This design comes from an exercise in tuning for small area on the open sky130 flow, not from production work.
In this exercise RTL edits were held to simulation tests only and were not proved equivalent to the original.
Power figures rest on the tool's default switching activity, not on a simulated workload.

P:
==> flow/design.v <==
`timescale 1ns / 1ns
module counter(
	reset,
	count,
	next
);
input reset;
input [5:0] count;
output [5:0] next;
assign next = reset ? 6'd0 : count + 6'd1;
endmodule
`timescale 1ns / 1ns
module sobel(
	pa,
	na,
	pb,
	nb,
	code
);
input  [9:0] pa, na, pb, nb;
output [7:0] code;
wire [6:0] alo, blo;	 
wire sa, sb;		 
wire wa, wb;		 
diff Da(.p(pa), .n(na), .lo(alo), .sign(sa), .wide(wa));
diff Db(.p(pb), .n(nb), .lo(blo), .sign(sb), .wide(wb));
wire ge, cy;
ripple_carry #(7) Cge(.a(alo), .b(~blo), .ci(1'b1), .co(ge));
ripple_carry #(7) Ccy(.a(alo), .b(blo), .ci(1'b0), .co(cy));
wire a_big = sa ^ ((sa ^ sb) ? cy : ge);
wire s = a_big ? sa : sb;
wire sat = wa | wb;
genvar i;
generate for (i = 0; i < 7; i = i + 1) begin : mag
	code_bit M(.a(alo[i]), .b(blo[i]), .a_big(a_big), .s(s), .sat(sat), .m(code[i+1]));
end endgenerate
assign code[0] = s | sat;
endmodule
module code_bit(
	a,
	b,
	a_big,
	s,
	sat,
	m
);
input a, b, a_big, s, sat;
output m;
assign m = ((a_big ? a : b) ^ s) | sat;
endmodule
module diff(
	p,
	n,
	lo,
	sign,
	wide
);
input [9:0] p, n;
output [6:0] lo;
output sign, wide;
wire c7;
ripple_add #(7) Lo(.a(p[6:0]), .b(~n[6:0]), .ci(1'b1), .s(lo), .co(c7));
wire [3:0] h0 = {1'b0, p[9:7]} + {1'b1, ~n[9:7]};
wire [3:0] h1 = {1'b0, p[9:7]} + {1'b1, ~n[9:7]} + 4'd1;
wire [3:0] h = c7 ? h1 : h0;
assign sign = h[3];
assign wide = ~(&h | ~|h);
endmodule
module fa(
	a,
	b,
	c,
	s,
	co
);
input a, b, c;
output s, co;
assign {co, s} = a + b + c;
endmodule
module ha(
	a,
	b,
	s,
	co
);
input a, b;
output s, co;
assign {co, s} = a + b;
endmodule
module carry(
	a,
	b,
	c,
	co
);
input a, b, c;
output co;
assign co = (a & b) | (a & c) | (b & c);
endmodule
module ripple_add #(parameter N = 8) (
	input [N-1:0] a,
	input [N-1:0] b,
	input ci,
	output [N-1:0] s,
	output co
);
wire [N:0] c;
assign c[0] = ci;
genvar i;
generate for (i = 0; i < N; i = i + 1) begin : add
	fa F(.a(a[i]), .b(b[i]), .c(c[i]), .s(s[i]), .co(c[i+1]));
end endgenerate
assign co = c[N];
endmodule
module ripple_carry #(parameter N = 8) (
	input [N-1:0] a,
	input [N-1:0] b,
	input ci,
	output co
);
wire [N:0] c;
assign c[0] = ci;
genvar i;
generate for (i = 0; i < N; i = i + 1) begin : add
	carry C(.a(a[i]), .b(b[i]), .c(c[i]), .co(c[i+1]));
end endgenerate
assign co = c[N];
endmodule
module sobel_decode(
	code,
	out
);
input [7:0] code;
output [7:0] out;
wire [7:0] v = {1'b0, code[7:1]} + {7'd0, code[0]};
assign out = v[7] ? 8'hff : {v[6:0], 1'b0};
endmodule
`timescale 1ns / 1ns
module Top(
	clk,
	data_in,
	data_out,
	element,
	outmatrix
);
input clk, data_in, data_out;
input [7:0] element;
output reg [7:0] outmatrix;
reg loading;		 
reg [5:0] Wadr;		 
reg [5:0] Radr;		 
wire [5:0] Wadr_next, Radr_next;
counter countin(
	.reset(!loading),
	.count(Wadr),
	.next(Wadr_next)
);
counter countout(
	.reset(!data_out),
	.count(Radr),
	.next(Radr_next)
);
always @(posedge clk) begin
	loading <= data_in;
	Wadr <= Wadr_next;
	Radr <= Radr_next;
end
reg [71:0] px;
reg [99:0] qs;
wire [7:0] px1 = px[7:0], px8 = px[63:56], px9 = px[71:64];
wire [7:0] s1, c1;	 
wire [8:0] s2;
wire [7:0] c2;		 
wire [9:0] k;		 
wire [9:0] q0;
genvar i, r, b;
generate for (i = 0; i < 8; i = i + 1) begin : csa
	fa F1(.a(px1[i]), .b(px8[i]), .c(px9[i]), .s(s1[i]), .co(c1[i]));
	if (i > 0)
		fa F2(.a(s1[i]), .b(c1[i-1]), .c(element[i]), .s(s2[i]), .co(c2[i]));
	else
		ha H2(.a(s1[0]), .b(element[0]), .s(s2[0]), .co(c2[0]));
end endgenerate
assign s2[8] = c1[7];
assign q0[0] = s2[0];
ha H(.a(s2[1]), .b(c2[0]), .s(q0[1]), .co(k[2]));
generate for (i = 2; i < 9; i = i + 1) begin : add
	fa F(.a(s2[i]), .b(c2[i-1]), .c(k[i]), .s(q0[i]), .co(k[i+1]));
end endgenerate
assign q0[9] = k[9];
always @(posedge clk) begin
	px <= {px[63:0], element};
	qs <= {qs[89:0], q0};
end
wire [7:0] code;
sobel Sobel(
	.pa(qs[89:80]),
	.na(qs[19:10]),
	.pb(qs[9:0]),
	.nb(qs[99:90]),
	.code(code)
);
wire ins = loading & (|Wadr[5:4]) & (|Wadr[2:1]);
wire [2:0] wrow = Wadr[5:3];
reg [287:0] ring;
generate for (r = 0; r < 6; r = r + 1) begin : rows
	always @(posedge clk)
		ring[48*r +: 48] <= {ring[48*r +: 40],
			(ins && wrow == r + 2) ? code : ring[48*r+40 +: 8]};
end endgenerate
reg [2:0] ph, burst_ph;
wire [2:0] ph_next = data_in ? 3'd5 : (ph == 3'd5) ? 3'd0 : ph + 3'd1;
always @(posedge clk) begin
	ph <= ph_next;
	if (!data_out)
		burst_ph <= ph_next;
end
wire [2:0] rrow = Radr[5:3];
wire [2:0] rcol = Radr[2:0];
wire inner_col = (rcol != 3'd0) & (rcol != 3'd7);
wire [5:0] sel_pos, sel_row;
generate for (i = 0; i < 6; i = i + 1) begin : dec
	assign sel_pos[i] = burst_ph == i;
	assign sel_row[i] = inner_col & (rrow == i + 1);
end endgenerate
wire [7:0] rd;
generate for (b = 0; b < 8; b = b + 1) begin : rdbit
	wire [5:0] at_row;
	for (r = 0; r < 6; r = r + 1) begin : row
		sel6 Pos(
			.s(sel_pos),
			.d({ring[48*r+40+b], ring[48*r+32+b], ring[48*r+24+b],
			    ring[48*r+16+b], ring[48*r+8+b], ring[48*r+b]}),
			.y(at_row[r])
		);
	end
	sel6 Row(.s(sel_row), .d(at_row), .y(rd[b]));
end endgenerate
wire [7:0] result;
sobel_decode Dec(
	.code(rd),
	.out(result)
);
always @(posedge clk)
	if (data_out)
		outmatrix <= result;
endmodule
module sel6(
	s,
	d,
	y
);
input [5:0] s, d;
output y;
wire n0, n1;
sel3n Lo(.s(s[2:0]), .d(d[2:0]), .y(n0));
sel3n Hi(.s(s[5:3]), .d(d[5:3]), .y(n1));
assign y = ~(n0 & n1);
endmodule
module sel3n(
	s,
	d,
	y
);
input [2:0] s, d;
output y;
assign y = ~|(s & d);
endmodule
make LEC_CHECK=0 CAP_MARGIN=20 CORE_MARGIN=2 CORE_UTILIZATION=65 CTS_BUF_LIST=sky130_fd_sc_hd__clkbuf_16 CTS_CLUSTER_DIAMETER=120 CTS_CLUSTER_SIZE=32 SLEW_MARGIN=20 SYNTH_HIERARCHICAL=1 finish   # period 6.0 ns
run.sh (not shown) runs the stock make flow with config.mk's settings and CLKGATE_MAP_FILE= SYNTH_SCRIPT=/design/flow/synth_recipe.tcl, a recipe that flattens the netlist after the stock synthesis.
## Diff of input files: Q against P
==> flow/design.v, changed modules only <==
module diff(
	p,
	n,
	lo,
	sign,
	wide
);
input [9:0] p, n;
output [6:0] lo;
output sign, wide;
wire c7;
ripple_add #(7) Lo(.a(p[6:0]), .b(~n[6:0]), .ci(1'b1), .s(lo), .co(c7));
wire [3:0] d = {1'b0, p[9:7]} - {1'b0, n[9:7]};
wire lt = d[3];				 
wire le = d[3] | ~|d[2:0];		 
wire m10 = &d | ~|d;			 
wire z1 = ~d[3] & ~|d[2:1];		 
assign sign = c7 ? lt : le;
assign wide = c7 ? ~m10 : ~z1;
endmodule
module Top(
	clk,
	data_in,
	data_out,
	element,
	outmatrix
);
input clk, data_in, data_out;
input [7:0] element;
output reg [7:0] outmatrix;
reg loading;		 
reg [5:0] Wadr;		 
reg [5:0] Radr;		 
wire [5:0] Wadr_next, Radr_next;
counter countin(
	.reset(!loading),
	.count(Wadr),
	.next(Wadr_next)
);
counter countout(
	.reset(!data_out),
	.count(Radr),
	.next(Radr_next)
);
always @(posedge clk) begin
	loading <= data_in;
	Wadr <= Wadr_next;
	Radr <= Radr_next;
end
reg [71:0] px;
reg [99:0] qs;
wire [7:0] px1 = px[7:0], px8 = px[63:56], px9 = px[71:64];
wire [7:0] s1, c1;	 
wire [8:0] s2;
wire [7:0] c2;		 
wire [9:0] k;		 
wire [9:0] q0;
genvar i, r, b;
generate for (i = 0; i < 8; i = i + 1) begin : csa
	fa F1(.a(px1[i]), .b(px8[i]), .c(px9[i]), .s(s1[i]), .co(c1[i]));
	if (i > 0)
		fa F2(.a(s1[i]), .b(c1[i-1]), .c(element[i]), .s(s2[i]), .co(c2[i]));
	else
		ha H2(.a(s1[0]), .b(element[0]), .s(s2[0]), .co(c2[0]));
end endgenerate
assign s2[8] = c1[7];
assign q0[0] = s2[0];
ha H(.a(s2[1]), .b(c2[0]), .s(q0[1]), .co(k[2]));
generate for (i = 2; i < 9; i = i + 1) begin : add
	fa F(.a(s2[i]), .b(c2[i-1]), .c(k[i]), .s(q0[i]), .co(k[i+1]));
end endgenerate
assign q0[9] = k[9];
always @(posedge clk) begin
	px <= {px[63:0], element};
	qs <= {qs[89:0], q0};
end
wire [7:0] code;
sobel Sobel(
	.pa(qs[89:80]),
	.na(qs[19:10]),
	.pb(qs[9:0]),
	.nb(qs[99:90]),
	.code(code)
);
wire ins = loading & (|Wadr[5:4]) & (|Wadr[2:1]);
wire [2:0] wrow = Wadr[5:3];
reg [287:0] ring;
generate for (r = 0; r < 6; r = r + 1) begin : rows
	wire put = ins & (wrow == r + 2);
	wire keep = ~put;
	wire [7:0] head;
	for (b = 0; b < 8; b = b + 1) begin : hb
		ao22 H(.a1(put), .a2(code[b]), .b1(keep), .b2(ring[48*r+40+b]), .y(head[b]));
	end
	always @(posedge clk)
		ring[48*r +: 48] <= {ring[48*r +: 40], head};
end endgenerate
reg [2:0] ph, burst_ph;
wire [2:0] ph_next = data_in ? 3'd5 : (ph == 3'd5) ? 3'd0 : ph + 3'd1;
always @(posedge clk) begin
	ph <= ph_next;
	if (!data_out)
		burst_ph <= ph_next;
end
wire [2:0] rrow = Radr[5:3];
wire [2:0] rcol = Radr[2:0];
wire inner_col = (rcol != 3'd0) & (rcol != 3'd7);
wire [5:0] sel_pos, sel_row;
generate for (i = 0; i < 6; i = i + 1) begin : dec
	assign sel_pos[i] = burst_ph == i;
	assign sel_row[i] = inner_col & (rrow == i + 1);
end endgenerate
wire [7:0] rd;
generate for (b = 0; b < 8; b = b + 1) begin : rdbit
	wire [5:0] at_row;
	for (r = 0; r < 6; r = r + 1) begin : row
		sel6 Pos(
			.s(sel_pos),
			.d({ring[48*r+40+b], ring[48*r+32+b], ring[48*r+24+b],
			    ring[48*r+16+b], ring[48*r+8+b], ring[48*r+b]}),
			.y(at_row[r])
		);
	end
	sel6 Row(.s(sel_row), .d(at_row), .y(rd[b]));
end endgenerate
wire [7:0] result;
sobel_decode Dec(
	.code(rd),
	.out(result)
);
always @(posedge clk)
	if (data_out)
		outmatrix <= result;
endmodule
module ao22(
	a1,
	a2,
	b1,
	b2,
	y
);
input a1, a2, b1, b2;
output y;
assign y = (a1 & a2) | (b1 & b2);
endmodule
==> run notes <==
Looking at the reports, Q completed the entire flow and the layout it produced met the timing, design-rule and antenna checks.
Count of multi-input gates: Q lower than P
Across both runs, summed instance area of the synthesized netlist was lower for Q than for P.
[compare] base=P new=Q: total placed cells including tap cells roughly the same; fraction of the core area covered by cells at the end of the flow was more or less identical.
The run showing the greater cell area is P.
The via count reported for Q is higher than the one for P.
Comparing the two runs side by side, Q comes out ahead of P on core box area.
Going from P to Q, met1 track demand over resource in global routing moved up, share of total power in sequential cells moved up.
Q vs P: wire length up
Die area of Q falls short of that of P slightly.
The higher wire length of the first global-routing pass of P and Q is in Q.

* * *

Setup of the baseline:
Top, a different RTL version from the one above (not shown whole).
Size in the first run: about 940 cells after synthesis, roughly 490 flip-flops, ~19 I/O pins, ~14000 um^2 of cells after synthesis.
==> module sobel, before the edit <==
module sobel(
	pa,
	na,
	pb,
	nb,
	code
);
input  [9:0] pa, na, pb, nb;
output [7:0] code;
wire [6:0] alo, blo;	 
wire sa, sb;		 
wire wa, wb;		 
diff Da(.p(pa), .n(na), .lo(alo), .sign(sa), .wide(wa));
diff Db(.p(pb), .n(nb), .lo(blo), .sign(sb), .wide(wb));
wire ge, cy;
ripple_carry #(7) Cge(.a(alo), .b(~blo), .ci(1'b1), .co(ge));
ripple_carry #(7) Ccy(.a(alo), .b(blo), .ci(1'b0), .co(cy));
wire a_big = sa ^ ((sa ^ sb) ? cy : ge);
wire s = a_big ? sa : sb;
wire sat = wa | wb;
genvar i;
generate for (i = 0; i < 7; i = i + 1) begin : mag
	code_bit M(.a(alo[i]), .b(blo[i]), .a_big(a_big), .sat(sat), .m(code[i+1]));
end endgenerate
assign code[0] = s | sat;
endmodule
==> module code_bit, before the edit <==
module code_bit(
	a,
	b,
	a_big,
	sat,
	m
);
input a, b, a_big, sat;
output m;
assign m = (a_big ? a : b) & ~sat;
endmodule
==> module sobel_decode, before the edit <==
module sobel_decode(
	code,
	out
);
input [7:0] code;
output [7:0] out;
wire [6:0] m = code[7:1];
wire s = code[0];
wire [6:0] lower;	 
assign lower[0] = 1'b0;
genvar i;
generate for (i = 1; i < 7; i = i + 1) begin : low
	assign lower[i] = lower[i-1] | m[i-1];
end endgenerate
wire sat = s & ~(lower[6] | m[6]);	 
generate for (i = 0; i < 7; i = i + 1) begin : bits
	decode_bit D(.m(m[i]), .flip(s & lower[i]), .sat(sat), .y(out[i+1]));
end endgenerate
assign out[0] = sat;
endmodule
==> module decode_bit, before the edit <==
module decode_bit(
	m,
	flip,
	sat,
	y
);
input m, flip, sat;
output y;
assign y = (m ^ flip) | sat;
endmodule
==> flow/config.mk <==
export PLATFORM = sky130hd
export DESIGN_NAME = Top
export DESIGN_NICKNAME = Top
export VERILOG_FILES = /design/flow/design.v
export SDC_FILE = /design/flow/constraint.sdc
export NUM_CORES = 4
export LEC_CHECK = 0
export CAP_MARGIN = 20
export CORE_MARGIN = 2
export CORE_UTILIZATION = 70
export CTS_BUF_LIST = sky130_fd_sc_hd__clkbuf_16
export CTS_CLUSTER_DIAMETER = 120
export CTS_CLUSTER_SIZE = 32
export SLEW_MARGIN = 20
export SYNTH_HIERARCHICAL = 1
==> flow/constraint.sdc <==
create_clock -name core_clock -period 6.0 [get_ports {clk}]
set_input_delay 1.2000 -clock core_clock [delete_from_list [all_inputs] [get_ports {clk}]]
set_output_delay 1.2000 -clock core_clock [all_outputs]
set_load 0.01 [all_outputs]
Modified inputs, the candidate compared to the baseline
diff --git a/flow/design.v b/flow/design.v
--- a/flow/design.v
+++ b/flow/design.v
@@ -33,5 +33,5 @@
 genvar i;
 generate for (i = 0; i < 7; i = i + 1) begin : mag
-	code_bit M(.a(alo[i]), .b(blo[i]), .a_big(a_big), .sat(sat), .m(code[i+1]));
+	code_bit M(.a(alo[i]), .b(blo[i]), .a_big(a_big), .s(s), .sat(sat), .m(code[i+1]));
 end endgenerate
 assign code[0] = s | sat;
@@ -41,10 +41,11 @@
 	b,
 	a_big,
+	s,
 	sat,
 	m
 );
-input a, b, a_big, sat;
+input a, b, a_big, s, sat;
 output m;
-assign m = (a_big ? a : b) & ~sat;
+assign m = ((a_big ? a : b) ^ s) | sat;
 endmodule
 module diff(
@@ -134,27 +135,6 @@
 input [7:0] code;
 output [7:0] out;
-wire [6:0] m = code[7:1];
-wire s = code[0];
-wire [6:0] lower;	 
-assign lower[0] = 1'b0;
-genvar i;
-generate for (i = 1; i < 7; i = i + 1) begin : low
-	assign lower[i] = lower[i-1] | m[i-1];
-end endgenerate
-wire sat = s & ~(lower[6] | m[6]);	 
-generate for (i = 0; i < 7; i = i + 1) begin : bits
-	decode_bit D(.m(m[i]), .flip(s & lower[i]), .sat(sat), .y(out[i+1]));
-end endgenerate
-assign out[0] = sat;
-endmodule
-module decode_bit(
-	m,
-	flip,
-	sat,
-	y
-);
-input m, flip, sat;
-output y;
-assign y = (m ^ flip) | sat;
+wire [7:0] v = {1'b0, code[7:1]} + {7'd0, code[0]};
+assign out = v[7] ? 8'hff : {v[6:0], 1'b0};
 endmodule
 `timescale 1ns / 1ns
==> run notes <==
The candidate finished all stages; the layout is clean.
The candidate vs the baseline: post-layout instance count excluding filler cells up slightly
The timing endpoint of the critical path comes out ring[49] in one run and ring[102] in the other, namely in the candidate and the baseline respectively.
Looking at fraction of synthesized cell area in xor and xnor cells, the candidate sits 0.32 points below the baseline.
Worst setup slack after layout was higher in the run labelled the baseline.
Looking at post-detailed-placement cell area, the candidate sits about 1.1% higher than the baseline does.
Relative to the baseline, critical path depth has gone up in the candidate.
Clock-pin slew of the registers on the worst-case setup and hold paths: the baseline vs the candidate, no meaningful difference
On max-slew headroom at the worst pin, the lower figure sits with the baseline, not the candidate.
In the flow results for the candidate and the baseline, the proportion of power drawn by the clock network is larger on the baseline.

static timing again, ports no longer ideal:
In the flow no input, the clock included, has a driving cell. The finished layouts below were timed again as built, in two steps.
Step 1, drivers: a clkbuf_16 drives clk and a buf_2 each remaining input, both assumed.
Step 2 moves the port delays by t, midway between the first and last clock arrival at a register: inputs arrive t later, outputs are due t later. That takes back most of the time a late clock gives input paths.
Slacks: ideal / step 1 / step 2; pairs: ideal / step 1.
| run | t, ns | slack for setup (ns) | worst setup path at the end | clock arrival spread, ns | cell pins on the clock port's net |
|---|---|---|---|---|---|
| P | 0.559 | 0.333 / 0.333 / 0.333 | register to register | 0.030 / 0.031 | 1 |
| Q | 0.574 | 0.393 / 0.393 / 0.393 | register to register | 0.031 / 0.031 | 1 |
| the baseline | 0.555 | 0.321 / 0.321 / 0.321 | register to register | 0.028 / 0.029 | 1 |
| the candidate | 0.573 | 0.310 / 0.310 / 0.310 | register to register | 0.030 / 0.029 | 1 |
After both steps setup and hold are still met in every run listed.
